Context: an optimization exercise on an open-source flow, tuned for small area, a short achievable clock period and few clock cycles. The choices shown serve that exercise and are no tape-out recipe. In this exercise RTL edits were held to simulation tests only and were not proved equivalent to the original.

**flow/run.sh**
```bash
#!/bin/bash
# synth_recipe.tcl (not shown) runs the flow's synth.tcl, then flattens the netlist and writes it again
# the make line also repeats each setting of config.mk as NAME=value (left out here)
make -C /OpenROAD-flow-scripts/flow DESIGN_CONFIG=/design/flow/config.mk WORK_HOME=/design/flow/orfs CLKGATE_MAP_FILE= SYNTH_SCRIPT=/design/flow/synth_recipe.tcl finish
```
**flow/design.v**
```verilog
module LCD_CTRL (
  input              clk,
  input              reset,
  input        [3:0] cmd,
  input              cmd_valid,
  input        [7:0] IROM_Q,
  output logic       IROM_rd,
  output logic [5:0] IROM_A,
  output logic       IRAM_valid,
  output logic [7:0] IRAM_D,
  output logic [5:0] IRAM_A,
  output logic       busy,
  output             done
);
  typedef enum logic [3:0] {
    IDLE,
    ROM_RD,
    CMD_SU,
    CMD_SD,
    CMD_SL,
    CMD_SR,
    CMD_MAX,
    CMD_MIN,
    CMD_AVG,
    CMD_CCW,
    CMD_CW,
    CMD_MX,
    CMD_MY,
    CMD_WR,
    DONE
  } state_t;
  state_t cs, ns;
  parameter int BIT_WIDTH = 8;
  logic [BIT_WIDTH-1:0] map[8][8];
  logic [6:0] rom_rd_cnt, rom_rd_cnt_r;
  logic [6:0] cmd_cnt;
  logic [3:0] op_x, op_y;   
  logic [2*BIT_WIDTH-1:0] calc_res, calc_res_tmp1, calc_res_tmp2;
  logic [2:0] rom_rd_x, rom_rd_y, ram_wr_x, ram_wr_y;
  always_ff @(posedge clk or posedge reset) begin
    if (reset) rom_rd_cnt <= '0;
    else if (cs == ROM_RD) rom_rd_cnt <= rom_rd_cnt + 1'b1;
    else if (cs == CMD_WR) rom_rd_cnt <= rom_rd_cnt + 1'b1;
    else rom_rd_cnt <= '0;
  end
  always_ff @(posedge clk or posedge reset) begin
    if (reset) rom_rd_cnt_r <= '0;
    else rom_rd_cnt_r <= rom_rd_cnt;
  end
  assign rom_rd_x = rom_rd_cnt_r[2:0];
  assign rom_rd_y = rom_rd_cnt_r[5:3];
  assign ram_wr_x = rom_rd_cnt[2:0];
  assign ram_wr_y = rom_rd_cnt[5:3];
  always_ff @(posedge clk or posedge reset) begin
    if (reset) IROM_A <= '0;
    else if (cs == ROM_RD) IROM_A <= rom_rd_cnt;
  end
  always_ff @(posedge clk or posedge reset) begin
    if (reset) IROM_rd <= 1'b0;
    else if (cs == ROM_RD) IROM_rd <= 1'b1;
    else IROM_rd <= 1'b0;
  end
  always_ff @(posedge clk) begin
    if (IROM_rd == 1'b1) map[rom_rd_y][rom_rd_x] <= IROM_Q;   
    else if (cs == CMD_MAX || cs == CMD_MIN || cs == CMD_AVG) begin   
      map[op_y][op_x]      <= calc_res;
      map[op_y-1'b1][op_x] <= calc_res;
      map[op_y][op_x-1'b1] <= calc_res;
      map[op_y-1][op_x-1]  <= calc_res;
    end else if (cs == CMD_CCW) begin   
      map[op_y-1][op_x-1] <= map[op_y-1][op_x];
      map[op_y][op_x-1]   <= map[op_y-1][op_x-1];
      map[op_y][op_x]     <= map[op_y][op_x-1];
      map[op_y-1][op_x]   <= map[op_y][op_x];
    end else if (cs == CMD_CW) begin   
      map[op_y-1][op_x-1] <= map[op_y][op_x-1];
      map[op_y-1][op_x]   <= map[op_y-1][op_x-1];
      map[op_y][op_x]     <= map[op_y-1][op_x];
      map[op_y][op_x-1]   <= map[op_y][op_x];
    end else if (cs == CMD_MX) begin   
      map[op_y-1][op_x-1] <= map[op_y][op_x-1];
      map[op_y-1][op_x]   <= map[op_y][op_x];
      map[op_y][op_x]     <= map[op_y-1][op_x];
      map[op_y][op_x-1]   <= map[op_y-1][op_x-1];
    end else if (cs == CMD_MY) begin   
      map[op_y-1][op_x-1] <= map[op_y-1][op_x];
      map[op_y-1][op_x]   <= map[op_y-1][op_x-1];
      map[op_y][op_x]     <= map[op_y][op_x-1];
      map[op_y][op_x-1]   <= map[op_y][op_x];
    end
  end
  always_ff @(posedge clk or posedge reset) begin
    if (reset) IRAM_valid <= 1'b0;
    else if (cs == CMD_WR) IRAM_valid <= 1'b1;
    else IRAM_valid <= 1'b0;
  end
  assign IRAM_A = rom_rd_cnt_r;
  always_ff @(posedge clk or posedge reset) begin
    if (reset) IRAM_D <= '0;
    else if (cs == CMD_WR) IRAM_D <= map[ram_wr_y][ram_wr_x];
  end
  always_ff @(posedge clk or posedge reset) begin
    if (reset) begin
      op_x <= 4'd4;
      op_y <= 4'd4;
    end else begin
      case (cs)
        CMD_SU: begin
          op_x <= op_x;
          op_y <= (op_y != 4'd1) ? op_y - 1'd1 : op_y;
        end
        CMD_SD: begin
          op_x <= op_x;
          op_y <= (op_y != 4'd7) ? op_y + 1'd1 : op_y;
        end
        CMD_SL: begin
          op_x <= (op_x != 4'd1) ? op_x - 1'd1 : op_x;
          op_y <= op_y;
        end
        CMD_SR: begin
          op_x <= (op_x != 4'd7) ? op_x + 1'd1 : op_x;
          op_y <= op_y;
        end
        default: begin
          op_x <= op_x;
          op_y <= op_y;
        end
      endcase
    end
  end
  always_comb begin
    calc_res_tmp1 = '0;
    calc_res_tmp2 = '0;
    case (cs)
      CMD_MAX: begin
        if (map[op_y][op_x] > map[op_y][op_x-1]) calc_res_tmp1 = map[op_y][op_x];
        else calc_res_tmp1 = map[op_y][op_x-1];
        if (map[op_y-1][op_x] > map[op_y-1][op_x-1]) calc_res_tmp2 = map[op_y-1][op_x];
        else calc_res_tmp2 = map[op_y-1][op_x-1];
        if (calc_res_tmp1 > calc_res_tmp2) calc_res = calc_res_tmp1;
        else calc_res = calc_res_tmp2;
      end
      CMD_MIN: begin
        if (map[op_y][op_x] < map[op_y][op_x-1]) calc_res_tmp1 = map[op_y][op_x];
        else calc_res_tmp1 = map[op_y][op_x-1];
        if (map[op_y-1][op_x] < map[op_y-1][op_x-1]) calc_res_tmp2 = map[op_y-1][op_x];
        else calc_res_tmp2 = map[op_y-1][op_x-1];
        if (calc_res_tmp1 < calc_res_tmp2) calc_res = calc_res_tmp1;
        else calc_res = calc_res_tmp2;
      end
      CMD_AVG: begin
        calc_res_tmp1 = map[op_y][op_x] + map[op_y][op_x-1] + map[op_y-1][op_x] + map[op_y-1][op_x-1];
        calc_res_tmp2 = calc_res_tmp1 >> 2;
        calc_res = calc_res_tmp2;
      end
      default: calc_res = '0;
    endcase
  end
  always_ff @(posedge clk or posedge reset) begin
    if (reset) cs <= ROM_RD;
    else cs <= ns;
  end
  always_comb begin
    case (cs)
      IDLE: begin
        case (cmd)
          4'b0000: ns = (cmd_valid == 1) ? CMD_WR : IDLE;   
          4'b0001: ns = (cmd_valid == 1) ? CMD_SU : IDLE;   
          4'b0010: ns = (cmd_valid == 1) ? CMD_SD : IDLE;   
          4'b0011: ns = (cmd_valid == 1) ? CMD_SL : IDLE;   
          4'b0100: ns = (cmd_valid == 1) ? CMD_SR : IDLE;   
          4'b0101: ns = (cmd_valid == 1) ? CMD_MAX : IDLE;   
          4'b0110: ns = (cmd_valid == 1) ? CMD_MIN : IDLE;   
          4'b0111: ns = (cmd_valid == 1) ? CMD_AVG : IDLE;   
          4'b1000: ns = (cmd_valid == 1) ? CMD_CCW : IDLE;   
          4'b1001: ns = (cmd_valid == 1) ? CMD_CW : IDLE;   
          4'b1010: ns = (cmd_valid == 1) ? CMD_MX : IDLE;   
          4'b1011: ns = (cmd_valid == 1) ? CMD_MY : IDLE;   
          default: ns = (cmd_valid == 1) ? CMD_WR : IDLE;   
        endcase
      end
      ROM_RD:  ns = (rom_rd_cnt_r == 63) ? IDLE : ROM_RD;
      CMD_SU:  ns = IDLE;
      CMD_SD:  ns = IDLE;
      CMD_SL:  ns = IDLE;
      CMD_SR:  ns = IDLE;
      CMD_MAX: ns = IDLE;
      CMD_MIN: ns = IDLE;
      CMD_AVG: ns = IDLE;
      CMD_CW:  ns = IDLE;
      CMD_CCW: ns = IDLE;
      CMD_MX:  ns = IDLE;
      CMD_MY:  ns = IDLE;
      CMD_WR:  ns = (rom_rd_cnt_r == 63) ? DONE : CMD_WR;
      DONE:    ns = IDLE;
      default: ns = cs;   
    endcase
  end
  assign done = (cs == DONE);
  assign busy = (cs != IDLE);
endmodule
```
**flow/constraint.sdc**
```tcl
create_clock -name core_clock -period 12.0 [get_ports {clk}]
set_input_delay 2.4000 -clock core_clock [delete_from_list [all_inputs] [get_ports {clk}]]
set_output_delay 2.4000 -clock core_clock [all_outputs]
set_load 0.01 [all_outputs]
```
**flow/config.mk**
```make
export PLATFORM = sky130hd
export DESIGN_NAME = LCD_CTRL
export DESIGN_NICKNAME = LCD_CTRL
export VERILOG_FILES = /design/flow/design.v
export SDC_FILE = /design/flow/constraint.sdc
export NUM_CORES = 8
export LEC_CHECK = 0
export CAP_MARGIN = 20
export CORE_MARGIN = 2
export CORE_UTILIZATION = 25
export SLEW_MARGIN = 20
```
==> results of run 1 <==
## cells in the mapped netlist (all sizes together), types with 10 or more instances
master	instances	area, sq um
a22oi	431	3273
o221ai	307	2695
nand2	578	2177
a31oi	26	177.7
mux2	93	1051
o21a	16	120.1
nand3b	14	105.1
mux2i	177	1772
nand4	10	62.56
a21o	19	142.6
o21bai	10	75.07
and2	13	81.33
inv	69	259.0
xnor2	15	131.4
ha	63	788.3
a22o	16	140.1
a21oi	262	1349
mux4	285	6419
nand2b	58	362.9
nor3	122	610.6
fa	19	380.4
nor4	20	140.1
o22a	12	105.1
xor2	16	147.7
a222oi	19	190.2
dfrtp	39	975.9
nor2	499	1873
clkbuf	257	964.7
o21ai	187	943.4
or3	15	93.84
a221oi	151	1353
edfxtp	512	15370
o211ai	53	402.9
nor2b	22	137.6
o22ai	84	525.5
buf	216	1294
a221o	14	140.1
a211oi	14	110.1
nand3	160	810.8
and3	16	100.1
## cell families after synthesis
kind of cell / Yosys count / synth area share (%)
AO/OA/AOI/OAI: 1709 / 25.61
AND/OR/NAND/NOR: 1556 / 13.84
multiplexers: 555 / 18.84
flip-flops: 554 / 33.49
buffers and inverters: 543 / 5.139
adder cells (fa/ha/maj): 82 / 2.382
XOR/XNOR: 34 / 0.7090
## state kept, by name (all words and copies together), names as in the netlist
signal / count
map: 512
IRAM_D: 8
rom_rd_cnt: 7
rom_rd_cnt_r: 7
IROM_A: 6
cs: 4
op_x: 4
op_y: 4
IRAM_valid: 1
IROM_rd: 1
## critical path: cells and delay by family, from the launching register on
family / cells / cell delay (ns)
AOI/OAI and AO/OA: 12 / 4.35
xor gates and xnor gates: 3 / 0.73
adders and majority gates: 4 / 1.39
buffers and inverters: 4 / 1.32
DFF: 1 / 0.62
and+or+nand+nor: 6 / 2.06
## stage by stage
step           setup slack (ns)  area, sq um  cells  util [%]
2_1_floorplan             2.550        49060   5033         -
3_3_place_gp              1.345        53470   7476     27.42
3_5_place_dp              1.510        53540   7483     27.46
4_1_cts                   1.475        55770   7611     28.60
5_1_grt                   1.059        55880   7620     28.66
6_report                  1.085        56020   7677     28.73
## cell type report
cell class	instances	area, sq um	area share [%]
Antenna cell	62	155.1	0.2769
Inverter	70	267.8	0.4779
Clock inverter	40	296.5	0.5293
Timing Repair Buffer	303	2972	5.304
Clock buffer	88	1934	3.453
Tap cell	2624	3283	5.860
Sequential cell	554	16450	29.36
Multi-Input combinational cell	3936	30660	54.73
## layer usage
layer / routed length (um) / up-vias
met1: 111800 / 26910
met5: 334 / -
met2: 129300 / 6497
met3: 56060 / 1870
met4: 33020 / 32
li1: - / 20290
## worst min-delay path by stage
stage,start,endpoint
after global routing,rom_rd_cnt[6]$_DFF_PP0_,rom_rd_cnt_r[6]$_DFF_PP0_
final,rom_rd_cnt[6]$_DFF_PP0_,rom_rd_cnt_r[6]$_DFF_PP0_
after detailed placement,rom_rd_cnt[6]$_DFF_PP0_,rom_rd_cnt_r[6]$_DFF_PP0_
after global placement,rom_rd_cnt[6]$_DFF_PP0_,rom_rd_cnt_r[6]$_DFF_PP0_
after floorplan,rom_rd_cnt[2]$_DFF_PP0_,rom_rd_cnt_r[2]$_DFF_PP0_
after CTS,rom_rd_cnt[6]$_DFF_PP0_,rom_rd_cnt_r[6]$_DFF_PP0_
==> summary.md, run 1 <==
| Metric | Value |
|---|---|
| Synthesized cell area | `0.04906 sq mm` |
| Most used cell, CP | `buf_4` |
| # IOs | `39` |
| Busiest grt layer | `met2` |
| Routing usage on met3 | `15.92%` |
| Post-CTS setup buffers | `0` |
| Slew margin rel. | `6.618%` |
| Period Utilization, post-route | `90.96%` |
| Die Height | `447.0 um` |
| Cts hold-fix bufs | `0` |
| Gp weighted congestion | `1.128` |
| Status | `complete, no violations` |
| Reg-to-reg endpoint | `map[11][7]$_DFFE_PP_` |
| CTS tree | `built` |
| Global route overflow | `0` |
| Final setup viols | `0` |
| Ys async rst share | `7.581%` |
| Post-layout min period | `10.92 ns` |
| Slowest-stage cell, CP | `a2111oi_0` |
| Critical path peak fanout | `24` |
| Synth Instances | `5033` |
| CP Launch Type | `flip-flop` |
| Remaining DRCs | `0` |
| CTS Buffer Depth | `3` |
| CP Class | `flip-flop to flip-flop` |
| Antenna Violating Nets Remaining | `0` |
| Final Hold Viols | `0` |
| Clk pin slew, worst setup/hold paths | `0.06 ns` |
| Total Wirelength | `330600 um` |
| Cells on Worst Hold Path | `0` |
| Met2 usage | `43.46%` |
| CTS sink cnt | `554` |
| Slew Viols, Final | `0` |
| Global routing met1 resource utilization | `37.94%` |
| Post-synth net total | `5130` |
| Clk root buf | `clkbuf_16` |
| Gr usage total | `31.91%` |
| Die footprint | `0.1998 sq mm` |
| Sequential fraction of the synthesis area | `33.49%` |
| Via density | `7.241` |
| Flop and latch count out of synthesis | `554` |
| Initial antenna violation count | `38` |
| Fillers | `20470` |
| Post-Syn Area per Cell | `9.748 sq um` |
| Pin count of the biggest net entering global routing | `78` |
| Crit path largest cell delay | `1.09 ns` |
| Worst Tran Pin Value | `1.397 ns` |
| Area growth syn-to-layout | `14.18%` |
| Critical Path End Type | `flip-flop` |
| Fin Setup TNS | `0 ns` |
| DRT iter0 DRCs | `11960` |
| Share of cells above drive strength 1 | `17.53%` |
| Core area | `0.1950 sq mm` |
| Ys Warns | `1` |
| Maxcap violations | `0` |
| Global-route wire length before repair | `440400 um` |
| Reg-to-reg startpoint | `op_x[2]$_DFFE_PP1P_` |
| Setup crit end | `map[11][7]$_DFFE_PP_` |
| Critical Path AT | `11.26 ns` |
| Vias | `55590` |
| Required time of the worst setup path | `12.35 ns` |
| Max Freq | `0.09161 GHz` |
| CTS resizes | `0` |
| R2R setup slack | `1.08 ns` |
| Die width | `447.0 um` |
| Commonest non-fill, non-tap cell in the layout | `nand2_1` |
| # rows | `162` |
| Port buffer count | `38` |
| Yosys cell types | `106` |
| DR WL/cell | `43.06 um` |
| Ys flop type | `edfxtp_1` |
| Detailed placement HPWL | `226700 um` |
| EDFF count, synth | `512` |
| H-tree depth | `3` |
| Cells on worst reg2reg path | `29` |
| Hold Crit Class | `flip-flop to flip-flop` |
| Worst hold slack | `0.3949 ns` |
| Num CTS Buffers | `71` |
| Clock Skews | `0.05152 ns` |
| Clock insertion delay at the later pin of the skew report | `0.75 ns` |
| RSZ-0062 raised after global routing | `no` |
| Crit path launch | `op_x[2]$_DFFE_PP1P_` |
| Starting density of the core | `25.16%` |
| Nets@finish | `5033` |
| Drt pass-1 iters | `13` |
| Commonest non-fill, non-tap cells in the layout | `nand2_1 (571), edfxtp_1 (512), nor2_1 (486)` |
| Vias in the first global route | `49320` |
Testbench counts, summed over its fixed seeds: cycles 10,176.
==> run 2, diff against run 1 <==
==> flow/design.v (replaced) <==
module LCD_CTRL (
  input              clk,
  input              reset,
  input        [3:0] cmd,
  input              cmd_valid,
  input        [7:0] IROM_Q,
  output logic       IROM_rd,
  output logic [5:0] IROM_A,
  output logic       IRAM_valid,
  output logic [7:0] IRAM_D,
  output logic [5:0] IRAM_A,
  output logic       busy,
  output logic       done
);
  logic [7:0] img [64];
  logic [63:0] vld;
  logic [2:0] x, y;           
  logic       pend;           
  logic [2:0] op;             
  logic       wr_act;         
  logic [5:0] wptr;
  logic [1:0] ya, yb, xa, xb;
  assign ya = y[2:1];
  assign yb = 2'(3'(y - 3'd1) >> 1);
  assign xa = x[2:1];
  assign xb = 2'(3'(x - 3'd1) >> 1);
  logic [1:0] sr [4], sc [4];   
  logic [7:0] K  [4];
  logic [3:0] vk;
  always_comb
    for (int k = 0; k < 4; k++) begin
      if (wr_act) begin
        sr[k] = wptr[5:4];
        sc[k] = wptr[2:1];
      end else begin
        sr[k] = k[1] ? yb : ya;
        sc[k] = k[0] ? xb : xa;
      end
      K[k]  = img[{sr[k], k[1], sc[k], k[0]}];
      vk[k] = vld[{sr[k], k[1], sc[k], k[0]}];
    end
  logic ready, exec;
  assign ready = &vk;
  assign exec  = pend & ready;
  logic [7:0] mx01, mx23, mn01, mn23, vmax, vmin, vavg, alu;
  logic [9:0] sum;
  assign mx01 = (K[0] > K[1]) ? K[0] : K[1];
  assign mx23 = (K[2] > K[3]) ? K[2] : K[3];
  assign vmax = (mx01 > mx23) ? mx01 : mx23;
  assign mn01 = (K[0] < K[1]) ? K[0] : K[1];
  assign mn23 = (K[2] < K[3]) ? K[2] : K[3];
  assign vmin = (mn01 < mn23) ? mn01 : mn23;
  assign sum  = 10'(K[0]) + 10'(K[1]) + 10'(K[2]) + 10'(K[3]);
  assign vavg = sum[9:2];
  always_comb
    case (op)
      3'd0:    alu = vmax;
      3'd1:    alu = vmin;
      default: alu = vavg;
    endcase
  logic       cw_cls;
  logic [3:0] from1;        
  assign cw_cls = (op == 3'd4) ^ x[0] ^ y[0];
  always_comb
    for (int k = 0; k < 4; k++)
      from1[k] = (op == 3'd6) | ((op == 3'd3 || op == 3'd4) & ((k[1] == k[0]) ^ cw_cls));
  logic [7:0] wb [4];
  always_comb
    for (int k = 0; k < 4; k++)
      if (IROM_rd & !wr_act) wb[k] = IROM_Q;
      else if (op <= 3'd2)   wb[k] = alu;
      else if (from1[k])     wb[k] = K[k ^ 1];
      else                   wb[k] = K[k ^ 2];
  logic ldst;
  assign ldst = IROM_rd & !wr_act;
  for (genvar p = 0; p < 64; p++) begin : g_pix
    localparam int R = p / 8, C = p % 8, KC = (R % 2) * 2 + (C % 2);
    logic inwin, ld;
    assign inwin = (R / 2 == sr[KC]) && (C / 2 == sc[KC]);
    assign ld    = ldst && (IROM_A == 6'(p)) && !vld[p];
    always_ff @(posedge clk)
      if ((exec && inwin) || ld) img[p] <= wb[KC];
    always_ff @(posedge clk or posedge reset)
      if (reset) vld[p] <= 1'b0;
      else if (ld) vld[p] <= 1'b1;
  end
  logic       acc, is_wr, is_data;
  logic [2:0] nx, ny;
  assign acc     = cmd_valid & !busy;
  assign is_wr   = (cmd == 4'd0) || (cmd >= 4'd12);
  assign is_data = (cmd >= 4'd5) && (cmd <= 4'd11);
  always_comb begin
    nx = x;
    ny = y;
    if (acc)
      case (cmd)
        4'd1: if (y != 3'd1) ny = y - 3'd1;
        4'd2: if (y != 3'd7) ny = y + 3'd1;
        4'd3: if (x != 3'd1) nx = x - 3'd1;
        4'd4: if (x != 3'd7) nx = x + 3'd1;
        default: ;
      endcase
  end
  always_ff @(posedge clk or posedge reset)
    if (reset) begin
      x    <= 3'd4;
      y    <= 3'd4;
      pend <= 1'b0;
      op   <= 3'd0;
    end else begin
      x <= nx;
      y <= ny;
      if (acc) begin
        pend <= is_data;
        op   <= 3'(cmd - 4'd5);
      end else if (exec) pend <= 1'b0;
    end
  logic [1:0] nya, nyb, nxa, nxb;
  assign nya = ny[2:1];
  assign nyb = 2'(3'(ny - 3'd1) >> 1);
  assign nxa = nx[2:1];
  assign nxb = 2'(3'(nx - 3'd1) >> 1);
  logic [5:0] na [4];
  logic [3:0] need;
  always_comb
    for (int k = 0; k < 4; k++) begin
      na[k]   = {k[1] ? nyb : nya, k[1], k[0] ? nxb : nxa, k[0]};
      need[k] = !vld[na[k]] && !(ldst && IROM_A == na[k]);
    end
  logic       wr_start;
  assign wr_start = acc & is_wr;
  always_ff @(posedge clk or posedge reset)
    if (reset) begin
      IROM_rd <= 1'b0;
      IROM_A  <= 6'd0;
    end else if (wr_start) begin
      IROM_rd <= 1'b1;
      IROM_A  <= 6'd0;
    end else if (wr_act) begin
      IROM_rd <= (wptr != 6'd63);
      IROM_A  <= wptr + 6'd1;
    end else begin
      IROM_rd <= |need;
      if (need[0])      IROM_A <= na[0];
      else if (need[1]) IROM_A <= na[1];
      else if (need[2]) IROM_A <= na[2];
      else              IROM_A <= na[3];
    end
  logic [1:0] wk;
  assign wk = {wptr[3], wptr[0]};
  always_ff @(posedge clk or posedge reset)
    if (reset) begin
      wr_act     <= 1'b0;
      wptr       <= 6'd0;
      IRAM_valid <= 1'b0;
      done       <= 1'b0;
    end else begin
      IRAM_valid <= wr_act;
      done       <= IRAM_valid && !wr_act;
      if (wr_start) begin
        wr_act <= 1'b1;
        wptr   <= 6'd0;
      end else if (wr_act) begin
        wptr <= wptr + 6'd1;
        if (wptr == 6'd63) wr_act <= 1'b0;
      end
    end
  always_ff @(posedge clk)
    if (wr_act) begin
      IRAM_A <= wptr;
      IRAM_D <= vk[wk] ? K[wk] : IROM_Q;
    end
  assign busy = wr_act | IRAM_valid | done | (pend & !ready);
endmodule
==> summary.md, run 2 <==
| Metric | Value |
|---|---|
| Commonest non-fill, non-tap cell in the layout | `edfxtp_1` |
| Crit path largest cell delay | `0.90 ns` |
| Slew Viols, Final | `0` |
| Clock insertion delay at the later pin of the skew report | `0.66 ns` |
| Post-layout min period | `9.780 ns` |
| Largest area contributor in the netlist | `edfxtp_1` |
| Drt pass-1 iters | `7` |
| Post-synth net total | `2303` |
| Share of cells above drive strength 1 | `14.72%` |
| R2R setup slack | `2.22 ns` |
| Antenna Violating Nets Remaining | `0` |
| WHS Endpoint | `vld[41]$_DFFE_PP0P_` |
| Area growth syn-to-layout | `17.13%` |
| Critical Path AT | `10.06 ns` |
| Synthesized cell area | `0.02874 sq mm` |
| Vias in the first global route | `19780` |
| Clk root buf | `clkbuf_16` |
| Clock Skews | `0.04605 ns` |
| Ys async rst share | `14.61%` |
| Vias | `20790` |
| Commonest cells in the netlist | `edfxtp_1 (526), nor2_1 (167), nand2_1 (160)` |
| CTS resizes | `0` |
| Count leader, synth | `edfxtp_1` |
| Reg-to-reg startpoint | `wr_act$_DFF_PP0_` |
| Status | `complete, no violations` |
| Cells on Worst Hold Path | `1` |
| Worst Tran Pin Value | `1.165 ns` |
| Die Height | `343.0 um` |
| Global-route wire length before repair | `139000 um` |
| Period Utilization, post-route | `81.50%` |
| Core area | `0.1142 sq mm` |
| Total Wirelength | `95950 um` |
| Top cell type's share of synthesized area | `54.97%` |
| CTS Buffer Depth | `3` |
| Pin count of the biggest net entering global routing | `53` |
| Final setup viols | `0` |
| Cells on worst reg2reg path | `28` |
| Num CTS Buffers | `61` |
| Nets@finish | `2421` |
| Required time of the worst setup path | `12.28 ns` |
| EDFF count, synth | `526` |
| Cts hold-fix bufs | `0` |
| Post-Syn Area per Cell | `12.98 sq um` |
| CP Class | `flip-flop to flip-flop` |
| CTS sink cnt | `616` |
| Yosys cell types | `96` |
| Fin Setup TNS | `0 ns` |
| Maxcap violations | `0` |
| Min-delay src | `vld[41]$_DFFE_PP0P_` |
| Gp weighted congestion | `0.9605` |
| H-tree depth | `2` |
| Detailed placement HPWL | `64120 um` |
| CTS tree | `built` |
| Synth area leaders | `edfxtp_1 (55%), dfrtp_1 (7.7%), ha_1 (2.6%)` |
| Synth Instances | `2214` |
| Sequential fraction of the synthesis area | `62.81%` |
| Most used cell, CP | `o21ai_0` |
| Remaining DRCs | `0` |
| CP Launch Type | `flip-flop` |
| Critical Path End Type | `flip-flop` |
| Starting density of the core | `25.17%` |
| Number of flip-flops in the largest register | `512` |
| Die footprint | `0.1177 sq mm` |
| DRT iter0 DRCs | `2915` |
| Slowest-stage cell, CP | `o21ai_0` |
| Top reg by flops | `img` |
| Critical path peak fanout | `29` |
| # rows | `124` |
| Max Freq | `0.1022 GHz` |
| Reg-to-reg endpoint | `img[22][7]$_DFFE_PP_` |
| Ys flop type | `edfxtp_1` |
| Gr usage total | `15.90%` |
| Biggest regs | `img (512), vld (64), IRAM_D (8)` |
| Die width | `343.0 um` |
| Global route overflow | `0` |
| Initial antenna violation count | `0` |
| Hold Crit Class | `flip-flop to flip-flop` |
| Fillers | `11570` |
| Clk pin slew, worst setup/hold paths | `0.07 ns` |
| Ys Warns | `7` |
| Ant diodes | `0` |
| Port buffer count | `38` |
| RSZ-0062 raised after global routing | `no` |
| Post-CTS setup buffers | `0` |
| Via density | `5.335` |
| Commonest non-fill, non-tap cells in the layout | `edfxtp_1 (526), nor2_1 (165), nand2_1 (160)` |
| Flop and latch count out of synthesis | `616` |
| # IOs | `39` |
| DR WL/cell | `24.62 um` |
| Slew margin rel. | `22.05%` |
| Final Hold Viols | `0` |
## run 2: cell count changes in the layout (fill, tap and decap cells not counted), sizes merged, moves of 99 or more
cell    delta
nand2    -417
a22oi    -338
nor2     -330
o221ai   -301
mux4     -264
a221oi   -133
buf      -130
a21oi    -129
mux2i    -120
nand3    -117
o21ai    -103
nor3      -99
## run 2: cell families after synthesis
kind of cell	synth area share, %
AOI/OAI and AO/OA	15.58
muxes	4.929
xor gates and xnor gates	1.080
and+or+nand+nor	9.292
adders and majority gates	3.614
DFF	62.81
buffers and inverters	2.695
## run 2: final cells by class
cell class	count	area [sq um]	area share, %
clock buffers	76	1604	4.766
clock inverters	40	397.9	1.182
inverters	71	269.0	0.7992
multi-input cells	1409	10050	29.86
flip-flops and latches	616	18050	53.63
well taps	1512	1892	5.621
repair buffers	173	1394	4.141
## run 2: routing by layer
layer  vias up  global-route usage [%]  wire, um
met4         0                   5.731      3489
met2      1217                   24.93     43490
li1       8912                       -         -
met1     10480                   21.88     39020
met3       185                   2.964      9950
met5         -                       0         0
## run 2: critical path, delay by kind of cell, from the launching register on
family                   cells  cell delay, ns
multiplexers                 1            0.45
flip-flops                   1            0.73
AND/OR/NAND/NOR              7            2.60
adder cells (fa/ha/maj)      2            0.63
AO/OA/AOI/OAI               15            3.96
buffers and inverters        3            1.01
## run 2: through the flow
step,setup WS (ns),hold WS (ns),instances,utilization [%],instance area (sq um)
6_report,2.220,0.5224,3897,29.48,33660
3_5_place_dp,2.552,0.4981,3781,27.69,31620
4_1_cts,2.505,0.5144,3897,29.44,33620
2_1_floorplan,4.010,0.4196,2214,-,28740
3_3_place_gp,2.632,0.4850,3780,27.68,31610
5_1_grt,1.892,0.5374,3897,29.48,33660
## run 2: worst max path at each step
| stage | startpoint | to | slack, ns | cells past startpoint |
|---|---|---|---|---|
| finish | wr_act$_DFF_PP0_ | img[22][7]$_DFFE_PP_ | 2.22 | 28 |
| CTS | wr_act$_DFF_PP0_ | img[38][7]$_DFFE_PP_ | 2.51 | 27 |
| floorplan | wr_act$_DFF_PP0_ | img[0][1]$_DFFE_PP_ | 4.01 | 30 |
| global route | x[1]$_DFF_PP0_ | img[40][7]$_DFFE_PP_ | 1.89 | 31 |
| detailed placement | wr_act$_DFF_PP0_ | img[18][7]$_DFFE_PP_ | 2.55 | 27 |
| global placement | wr_act$_DFF_PP0_ | img[18][7]$_DFFE_PP_ | 2.63 | 27 |
Testbench counts of run 2, summed over its fixed seeds: cycles 5,556.
==> run 3, diff against run 2 <==
==> flow/design.v (replaced) <==
module LCD_CTRL (
  input              clk,
  input              reset,
  input        [3:0] cmd,
  input              cmd_valid,
  input        [7:0] IROM_Q,
  output logic       IROM_rd,
  output logic [5:0] IROM_A,
  output logic       IRAM_valid,
  output logic [7:0] IRAM_D,
  output logic [5:0] IRAM_A,
  output logic       busy,
  output logic       done
);
  logic [7:0]  img [64];
  logic [63:0] vld;
  logic [2:0] x, y;           
  logic [1:0] ra, rb, ca, cb;
  logic [7:0] W [4];          
  logic [3:0] Wv;             
  logic       pend;           
  logic       is_alu;         
  logic [1:0] alu_op;         
  logic [3:0] from1;          
  logic       wr_act;         
  logic [5:0] wptr;
  logic [5:0] la [4];
  logic [7:0] L  [4];
  logic [3:0] LV;
  always_comb
    for (int k = 0; k < 4; k++) begin
      la[k] = {k[1] ? rb : ra, k[1], k[0] ? cb : ca, k[0]};
      L[k]  = img[la[k]];
      LV[k] = vld[la[k]];
    end
  logic ready, exec, ldst;
  assign ready = &Wv;
  assign exec  = pend & ready;
  assign ldst  = IROM_rd & !wr_act;
  logic [3:0] ldhit;
  always_comb
    for (int k = 0; k < 4; k++) ldhit[k] = ldst && (IROM_A == la[k]);
  logic c01, c02, c03, c12, c13, c23;   
  assign c01 = W[0] >= W[1];
  assign c02 = W[0] >= W[2];
  assign c03 = W[0] >= W[3];
  assign c12 = W[1] >= W[2];
  assign c13 = W[1] >= W[3];
  assign c23 = W[2] >= W[3];
  logic [3:0] mx, mn, s;
  assign mx[0] =  c01 &  c02 &  c03;
  assign mx[1] = !c01 &  c12 &  c13;
  assign mx[2] = !c02 & !c12 &  c23;
  assign mx[3] = !c03 & !c13 & !c23;
  assign mn[0] = !c01 & !c02 & !c03;
  assign mn[1] =  c01 & !c12 & !c13;
  assign mn[2] =  c02 &  c12 & !c23;
  assign mn[3] =  c03 &  c13 &  c23;
  always_comb
    for (int i = 0; i < 4; i++)
      s[i] = (alu_op == 2'd0) ? mx[i] : (alu_op == 2'd1) ? mn[i] : 1'b0;
  logic [9:0] sum;
  logic [7:0] avg;
  assign sum = 10'(W[0]) + 10'(W[1]) + 10'(W[2]) + 10'(W[3]);
  assign avg = sum[9:2];
  logic [7:0] wb [4];
  always_comb
    for (int k = 0; k < 4; k++) begin
      wb[k] = (is_alu && alu_op == 2'd2) ? avg : 8'd0;
      for (int i = 0; i < 4; i++)
        if ((is_alu && s[i]) ||
            (!is_alu && i == (k ^ 1) && from1[k]) ||
            (!is_alu && i == (k ^ 2) && !from1[k]))
          wb[k] = wb[k] | W[i];
    end
  logic [7:0] bus [4];
  always_comb
    for (int k = 0; k < 4; k++) bus[k] = ldst ? IROM_Q : wb[k];
  for (genvar p = 0; p < 64; p++) begin : g_pix
    localparam int R = p / 8, C = p % 8, KC = (R % 2) * 2 + (C % 2);
    logic inwin, ld;
    assign inwin = (6'(p) == la[KC]);
    assign ld    = ldst && (IROM_A == 6'(p)) && !vld[p];
    always_ff @(posedge clk)
      if ((exec && inwin) || ld) img[p] <= bus[KC];
    always_ff @(posedge clk or posedge reset)
      if (reset) vld[p] <= 1'b0;
      else if (ld) vld[p] <= 1'b1;
  end
  always_ff @(posedge clk)
    for (int k = 0; k < 4; k++)
      W[k] <= (exec || ldhit[k]) ? bus[k] : L[k];
  always_ff @(posedge clk or posedge reset)
    if (reset) Wv <= 4'd0;
    else Wv <= LV | ldhit;
  logic       acc, is_wr, is_data, wr_start;
  logic [2:0] nx, ny;
  assign acc      = cmd_valid & !busy;
  assign is_wr    = (cmd == 4'd0) || (cmd >= 4'd12);
  assign is_data  = (cmd >= 4'd5) && (cmd <= 4'd11);
  assign wr_start = acc & is_wr;
  always_comb begin
    nx = x;
    ny = y;
    if (acc)
      case (cmd)
        4'd1: if (y != 3'd1) ny = y - 3'd1;
        4'd2: if (y != 3'd7) ny = y + 3'd1;
        4'd3: if (x != 3'd1) nx = x - 3'd1;
        4'd4: if (x != 3'd7) nx = x + 3'd1;
        default: ;
      endcase
  end
  logic       cw_cls;
  logic [3:0] nfrom1;
  assign cw_cls = (cmd == 4'd9) ^ x[0] ^ y[0];
  always_comb
    for (int k = 0; k < 4; k++)
      nfrom1[k] = (cmd == 4'd11) | ((cmd == 4'd8 || cmd == 4'd9) & ((k[1] == k[0]) ^ cw_cls));
  logic [5:0] nwptr;
  logic       nwr;
  always_comb begin
    nwr   = wr_act;
    nwptr = wptr;
    if (wr_start) begin
      nwr   = 1'b1;
      nwptr = 6'd0;
    end else if (wr_act) begin
      nwptr = wptr + 6'd1;
      if (wptr == 6'd63) nwr = 1'b0;
    end
  end
  always_ff @(posedge clk or posedge reset)
    if (reset) begin
      x      <= 3'd4;
      y      <= 3'd4;
      ra     <= 2'd2;
      rb     <= 2'd1;
      ca     <= 2'd2;
      cb     <= 2'd1;
      pend   <= 1'b0;
      is_alu <= 1'b0;
      alu_op <= 2'd0;
      from1  <= 4'd0;
      wr_act <= 1'b0;
      wptr   <= 6'd0;
    end else begin
      x      <= nx;
      y      <= ny;
      wr_act <= nwr;
      wptr   <= nwptr;
      if (nwr) begin
        ra <= nwptr[5:4];
        rb <= nwptr[5:4];
        ca <= nwptr[2:1];
        cb <= nwptr[2:1];
      end else begin
        ra <= ny[2:1];
        rb <= 2'(3'(ny - 3'd1) >> 1);
        ca <= nx[2:1];
        cb <= 2'(3'(nx - 3'd1) >> 1);
      end
      if (acc) begin
        pend   <= is_data;
        is_alu <= cmd <= 4'd7;
        alu_op <= 2'(cmd - 4'd5);
        from1  <= nfrom1;
      end else if (exec) pend <= 1'b0;
    end
  logic [3:0] need;
  assign need = ~(LV | ldhit);
  always_ff @(posedge clk or posedge reset)
    if (reset) begin
      IROM_rd <= 1'b0;
      IROM_A  <= 6'd27;
    end else if (wr_start) begin
      IROM_rd <= 1'b1;
      IROM_A  <= 6'd0;
    end else if (wr_act) begin
      IROM_rd <= (wptr != 6'd63);
      IROM_A  <= nwptr;
    end else begin
      IROM_rd <= |need;
      if (need[0])      IROM_A <= la[0];
      else if (need[1]) IROM_A <= la[1];
      else if (need[2]) IROM_A <= la[2];
      else              IROM_A <= la[3];
    end
  logic [1:0] wk;
  assign wk = {wptr[3], wptr[0]};
  always_ff @(posedge clk or posedge reset)
    if (reset) begin
      IRAM_valid <= 1'b0;
      done       <= 1'b0;
      busy       <= 1'b0;
    end else begin
      IRAM_valid <= wr_act;
      done       <= IRAM_valid && !wr_act;
      busy       <= nwr | IRAM_valid |
                    (((acc & is_data) | (pend & !exec)) & !(&(LV | ldhit)));
    end
  always_ff @(posedge clk)
    if (wr_act) begin
      IRAM_A <= wptr;
      IRAM_D <= LV[wk] ? L[wk] : IROM_Q;
    end
endmodule
==> summary.md, run 3 <==
| Metric | Value |
|---|---|
| Status | `complete, no violations` |
| Period Utilization, post-route | `40.06%` |
| Synth area leaders | `edfxtp_1 (52%), dfrtp_1 (7.8%), ha_1 (2.8%)` |
| Crit path largest cell delay | `0.65 ns` |
| Global-route wire length before repair | `140800 um` |
| Ys flop type | `edfxtp_1` |
| Commonest cells in the netlist | `edfxtp_1 (526), nand2_1 (200), nor2_1 (167)` |
| Global route overflow | `0` |
| Die Height | `354.0 um` |
| Sequential fraction of the synthesis area | `62.28%` |
| Count leader, synth | `edfxtp_1` |
| Synth Instances | `2393` |
| Post-CTS setup buffers | `0` |
| Ys Warns | `7` |
| CTS Buffer Depth | `3` |
| Critical Path AT | `5.07 ns` |
| Yosys cell types | `84` |
| Gr usage total | `14.97%` |
| Slowest-stage cell, CP | `nor3_2` |
| Biggest regs | `img (512), vld (64), W (32)` |
| Min-delay src | `vld[13]$_DFFE_PP0P_` |
| Crit path cell chain | `inv_1 > fa_1 > inv_1 > fa_1 > nand2_1 > nor2_1 > fa_1 > a21o_1 > a21oi_1 > o21ai_0 > a21o_1 > a21oi_1 > o21ai_0 > nor3_2 > a21oi_1` |
| Cts hold-fix bufs | `0` |
| WHS Endpoint | `vld[13]$_DFFE_PP0P_` |
| Hold Crit Class | `flip-flop to flip-flop` |
| RSZ-0062 raised after global routing | `no` |
| Antenna Violating Nets Remaining | `0` |
| Worst hold slack | `0.4923 ns` |
| Met2 usage | `24.15%` |
| Busiest grt layer | `met2` |
| Die footprint | `0.1253 sq mm` |
| Core area | `0.1217 sq mm` |
| Critical Path End Type | `flip-flop` |
| H-tree depth | `3` |
| Detailed placement HPWL | `64570 um` |
| Port buffer count | `38` |
| Reg-to-reg startpoint | `W[0][1]$_DFF_P_` |
| Area growth syn-to-layout | `16.68%` |
| Via density | `5.119` |
| Slew Viols, Final | `0` |
| Drt pass-1 iters | `6` |
| Ys async rst share | `15.84%` |
| Clk pin slew, worst setup/hold paths | `0.06 ns` |
| Commonest non-fill, non-tap cell in the layout | `edfxtp_1` |
| CTS tree | `built` |
| Share of cells above drive strength 1 | `14.06%` |
| DR WL/cell | `23.07 um` |
| Cells on worst reg2reg path | `15` |
| Post-Syn Area per Cell | `12.80 sq um` |
| Pin count of the biggest net entering global routing | `64` |
| Top reg by flops | `img` |
| CP Class | `flip-flop to flip-flop` |
| Required time of the worst setup path | `12.26 ns` |
| Total Wirelength | `96060 um` |
| Reg-to-reg endpoint | `img[16][7]$_DFFE_PP_` |
| Clock insertion delay at the later pin of the skew report | `0.65 ns` |
| Top cell type's share of synthesized area | `51.57%` |
| Num CTS Buffers | `69` |
| Vias in the first global route | `20860` |
| Global routing met1 resource utilization | `20.00%` |
| Nets@finish | `2582` |
| Routing usage on met3 | `2.644%` |
| Fin Setup TNS | `0 ns` |
| Largest area contributor in the netlist | `edfxtp_1` |
| # rows | `128` |
| Flop and latch count out of synthesis | `663` |
| Slew margin rel. | `28.65%` |
| Max Freq | `0.2080 GHz` |
| Clk root buf | `clkbuf_16` |
| # IOs | `39` |
| CP Launch Type | `flip-flop` |
| Clock Skews | `0.04120 ns` |
| Remaining DRCs | `0` |
| CTS resizes | `0` |
| Synthesized cell area | `0.03063 sq mm` |
| DRT iter0 DRCs | `2542` |
| R2R setup slack | `7.19 ns` |
| Cells on Worst Hold Path | `1` |
| Commonest non-fill, non-tap cells in the layout | `edfxtp_1 (526), nand2_1 (200), nor2_1 (160)` |
| Post-synth net total | `2492` |
| Worst Tran Pin Value | `1.066 ns` |
| Final setup viols | `0` |
| EDFF count, synth | `526` |
| Critical path peak fanout | `16` |
| Vias | `21320` |
| Initial antenna violation count | `2` |
| Starting density of the core | `25.16%` |
| Gp weighted congestion | `0.9363` |
| Number of flip-flops in the largest register | `512` |
| Die width | `354.0 um` |
| Final Hold Viols | `0` |
| Fillers | `12360` |
| CTS sink cnt | `663` |
| Ant diodes | `0` |
| Post-layout min period | `4.808 ns` |
| Maxcap violations | `0` |
run 3: worst max-delay path, delay by kind of cell (launching register included):
kind | cells | cell delay (ns)
adders and majority gates | 3 | 1.45
AOI/OAI and AO/OA | 7 | 1.56
and+or+nand+nor | 3 | 0.79
buffers and inverters | 2 | 0.17
DFF | 1 | 0.45
run 3: final cells by class:
type,instances,area (sq um),share of cell area (%)
sequential,663,19090,53.43
multi-input combinational,1520,10760,30.10
tap,1625,2033,5.690
clock buffer,97,1913,5.354
timing repair buffer,153,1244,3.480
clock inverter,30,402.9,1.127
inverter,76,289.0,0.8088
run 3: logic make-up (layout without fill, tap and decap cells):
family / count (synthesis) / after routing / share of synthesized area, %
mux: 155 / 155 / 6.594
flops: 663 / 663 / 62.28
xor+xnor: 20 / 20 / 0.5719
compound gates: 606 / 606 / 13.42
simple gates: 655 / 655 / 10.42
buf+inv: 210 / 356 / 2.888
fa+ha+maj: 84 / 84 / 3.824
run 3: worst max path at each step:
stage	slack, ns	from	end	cells after the start
finish	7.19	W[0][1]$_DFF_P_	img[16][7]$_DFFE_PP_	15
global route	6.93	W[0][1]$_DFF_P_	img[16][7]$_DFFE_PP_	15
CTS	7.19	W[0][1]$_DFF_P_	img[19][7]$_DFFE_PP_	15
detailed placement	6.87	cmd[3]	rb[1]$_DFF_PP0_	11
global placement	6.93	cmd[3]	ca[0]$_DFF_PP0_	7
floorplan	6.86	reset	IRAM_valid$_DFF_PP0_	1
run 3: per-layer routing:
metal | vias up | part of all wire (%)
met5 | - | 0
met4 | 0 | 3.7
met3 | 168 | 7.8
met2 | 952 | 47
met1 | 10830 | 42
li1 | 9362 | -
run 3: metrics by stage:
| step | instance area [sq um] | cells | setup slack, ns | util (%) |
|---|---|---|---|---|
| floorplan | 30630 | 2393 | 6.856 | - |
| global placement | 33330 | 4034 | 6.931 | 27.39 |
| detailed placement | 33380 | 4036 | 6.868 | 27.42 |
| CTS | 35690 | 4163 | 7.190 | 29.32 |
| global route | 35730 | 4164 | 6.928 | 29.36 |
| finish | 35730 | 4164 | 7.192 | 29.36 |
Testbench counts of run 3, summed over its fixed seeds: cycles 5,820.

separate check: timing with driven ports:
The flow's constraints put no driver on any port. The routed layouts listed below were extracted and timed again, unchanged, in two steps. Step 1 (the two cells are an assumption about what drives the block):
set clk [get_ports {clk}]
set_driving_cell -lib_cell sky130_fd_sc_hd__clkbuf_16 $clk
set_driving_cell -lib_cell sky130_fd_sc_hd__buf_2 [delete_from_list [all_inputs] $clk]
Step 2 moves the port delays by t, midway between the first and last clock arrival at a register: inputs arrive t later, outputs are due t later. That takes back most of the time a late clock gives input paths. a / b / c = ideal / step 1 / step 2; a / b = the first two.
run	t (ns)	slack for setup (ns)	worst setup path after step 2	worst slew at a driven data input, ns
run 1	0.808	1.085 / 1.085 / 1.085	register to register	0.04
run 2	0.702	2.220 / 2.220 / 2.220	register to register	0.04
run 3	0.702	7.192 / 7.192 / 6.693	input to register	0.04
After both steps setup and hold are still met in every run listed. The setup slack of run 3, which loses most, moves by 0.000 ns with the drivers and by -0.499 ns with both steps.
